Context: an optimization exercise on an open-source flow, tuned for small area and a short achievable clock period. The choices shown serve that exercise and are no tape-out recipe. No activity file was given, so power comes from the tool's default toggle rates.

==> inputs of build 39 <==
// ALU
module ALU(X, B, R, y, valid_in, clk);
    input [15:0] X, B;
    input clk;
    input R;
    input valid_in;
    output reg [38:0] y;
  wire [6:0] yh = y[38:32] & {7{~R}};
  wire [6:0] hi;
  wire n1;
  c_f0 u_n1 (.i0(valid_in), .i1(R), .o0(n1));
  wire n2;
  c_f1 u_n2 (.i0(B[0]), .i1(n1), .o0(n2));
  wire n3;
  c_f1 u_n3 (.i0(B[1]), .i1(n1), .o0(n3));
  wire n4;
  c_f1 u_n4 (.i0(B[2]), .i1(n1), .o0(n4));
  wire n5;
  c_f1 u_n5 (.i0(B[3]), .i1(n1), .o0(n5));
  wire n6;
  c_f1 u_n6 (.i0(B[4]), .i1(n1), .o0(n6));
  wire n7;
  c_f1 u_n7 (.i0(B[5]), .i1(n1), .o0(n7));
  wire n8;
  c_f1 u_n8 (.i0(B[6]), .i1(n1), .o0(n8));
  wire n9;
  c_f1 u_n9 (.i0(B[7]), .i1(n1), .o0(n9));
  wire n10;
  c_f1 u_n10 (.i0(B[8]), .i1(n1), .o0(n10));
  wire n11;
  c_f1 u_n11 (.i0(B[9]), .i1(n1), .o0(n11));
  wire n12;
  c_f1 u_n12 (.i0(B[10]), .i1(n1), .o0(n12));
  wire n13;
  c_f1 u_n13 (.i0(B[11]), .i1(n1), .o0(n13));
  wire n14;
  c_f1 u_n14 (.i0(B[12]), .i1(n1), .o0(n14));
  wire n15;
  c_f1 u_n15 (.i0(B[13]), .i1(n1), .o0(n15));
  wire n16;
  c_f1 u_n16 (.i0(B[14]), .i1(n1), .o0(n16));
  wire n17;
  c_f1 u_n17 (.i0(B[15]), .i1(n1), .o0(n17));
  wire n18;
  c_f2 u_n18 (.i0(X[0]), .i1(n2), .o0(n18));
  wire n19;
  c_f2 u_n19 (.i0(X[0]), .i1(n3), .o0(n19));
  wire n20;
  c_f2 u_n20 (.i0(X[0]), .i1(n4), .o0(n20));
  wire n21;
  c_f2 u_n21 (.i0(X[0]), .i1(n5), .o0(n21));
  wire n22;
  c_f2 u_n22 (.i0(X[0]), .i1(n6), .o0(n22));
  wire n23;
  c_f2 u_n23 (.i0(X[0]), .i1(n7), .o0(n23));
  wire n24;
  c_f2 u_n24 (.i0(X[0]), .i1(n8), .o0(n24));
  wire n25;
  c_f2 u_n25 (.i0(X[0]), .i1(n9), .o0(n25));
  wire n26;
  c_f2 u_n26 (.i0(X[0]), .i1(n10), .o0(n26));
  wire n27;
  c_f2 u_n27 (.i0(X[0]), .i1(n11), .o0(n27));
  wire n28;
  c_f2 u_n28 (.i0(X[0]), .i1(n12), .o0(n28));
  wire n29;
  c_f2 u_n29 (.i0(X[0]), .i1(n13), .o0(n29));
  wire n30;
  c_f2 u_n30 (.i0(X[0]), .i1(n14), .o0(n30));
  wire n31;
  c_f2 u_n31 (.i0(X[0]), .i1(n15), .o0(n31));
  wire n32;
  ...
clock: 10.0 ns
lec_check: 0
cap_margin: 20
core_margin: 2
core_utilization: 40
setup_slack_margin: 4
slew_margin: 20
synth_hierarchical: 1
synth_minimum_keep_size: 0
run.sh (not shown) runs the stock make flow with config.mk's settings and CLKGATE_MAP_FILE= SYNTH_SCRIPT=/design/flow/synth_recipe.tcl, a recipe that flattens the netlist after the stock synthesis.
==> build 10 (differences from build 39) <==
--- a/flow/config.mk
+++ b/flow/config.mk
@@ -9,5 +9,5 @@
 export CORE_MARGIN = 2
 export CORE_UTILIZATION = 40
-export SETUP_SLACK_MARGIN = 4
+export SETUP_SLACK_MARGIN = 2
 export SLEW_MARGIN = 20
 export SYNTH_HIERARCHICAL = 1
==> comparison <==
Between build 39 and build 10, the lower register-to-register slack is in build 10 (gap 40 ps). Between build 10 and build 39, the lower critical path depth is in build 10 (gap 1). Sequential power is about the same in build 10 and build 39. In die area, build 39 and build 10 do not differ. Of build 39 and build 10, build 39 has the higher via count (gap about 4.4%, measured against build 10). Worst setup slack: build 39 is higher than build 10 (530 ps). Of build 10 and build 39, build 39 has the higher global-route usage (gap 1.1 points). In build 10 the hold slack is lower than in build 39, by 2.6 ps. In synthesized cell count, build 39 and build 10 do not differ. Against build 10, the fmax of build 39 is higher by 7.4%.
==> figures <==
item	build 39	build 10
Unrepaired setup endpoints after global routing	true	false
Fin crit share	72.4%	77.7%
Status	complete, no violations	complete, no violations
Fin util	51.7%	47.5%
Wire length after detailed routing	26.2 mm	24.4 mm
Sw power	1.02 mW	906 µW
Proportion of layout cells with a drive suffix above 1	28.5%	14.7%
Switching portion of total power	46.8%	48.3%
Routed length per instance	16.5 µm	16.1 µm
Clock period minus final worst setup slack	7240 ps	7770 ps
Post-route standard cell area excluding fillers	12500 µm²	11500 µm²
Power drawn by the sequential cells	264 µW	266 µW
Total length of routed met2 wires	13.6 mm	12.7 mm
Placed Instance Area	11000 µm²	11000 µm²
GR met3 Demand/Resource	2.76%	2.53%
Clock latency at the later pin of the worst-skew pair	300 ps	310 ps
Reg-to-reg setup timing slack	7130 ps	7090 ps
Count of cell instances traversed by the critical path	21	20
Crit path capture	y[37]$_DFF_P_	y[34]$_DFF_P_
Worst reg2reg path depth	13	12
Initial DRT Pass Iterations	5	4
No run of this note included a check of the RTL's function; only the layout flow was run.

-- what the ideal ports hide --
The flow's constraints put no driver on any port. The routed layouts listed below were extracted and timed again, unchanged, in two steps.
Step 1 assumes that a clkbuf_16 drives the clock port and a buf_2 every other input.
Step 2, shift: input delay + t, output delay - t, t = (earliest + latest rising clock arrival at the registers) / 2. This alone moves slack from input paths to output paths.
Slacks: ideal ports / drivers / drivers and shift; pairs: ideal ports / drivers.
| run | t (ns) | setup slack, ns | worst register clock-pin slew, ns | worst data-port slew with drivers (ns) |
|---|---|---|---|---|
| build 39 | 0.343 | 2.761 / 2.759 / 2.416 | 0.07 / 0.07 | 0.06 |
| build 10 | 0.346 | 2.227 / 2.246 / 1.900 | 0.08 / 0.08 | 0.06 |
After both steps setup and hold are still met in every run listed. The setup slack of build 39, which loses most, moves by -0.002 ns with the drivers and by -0.345 ns with both steps.
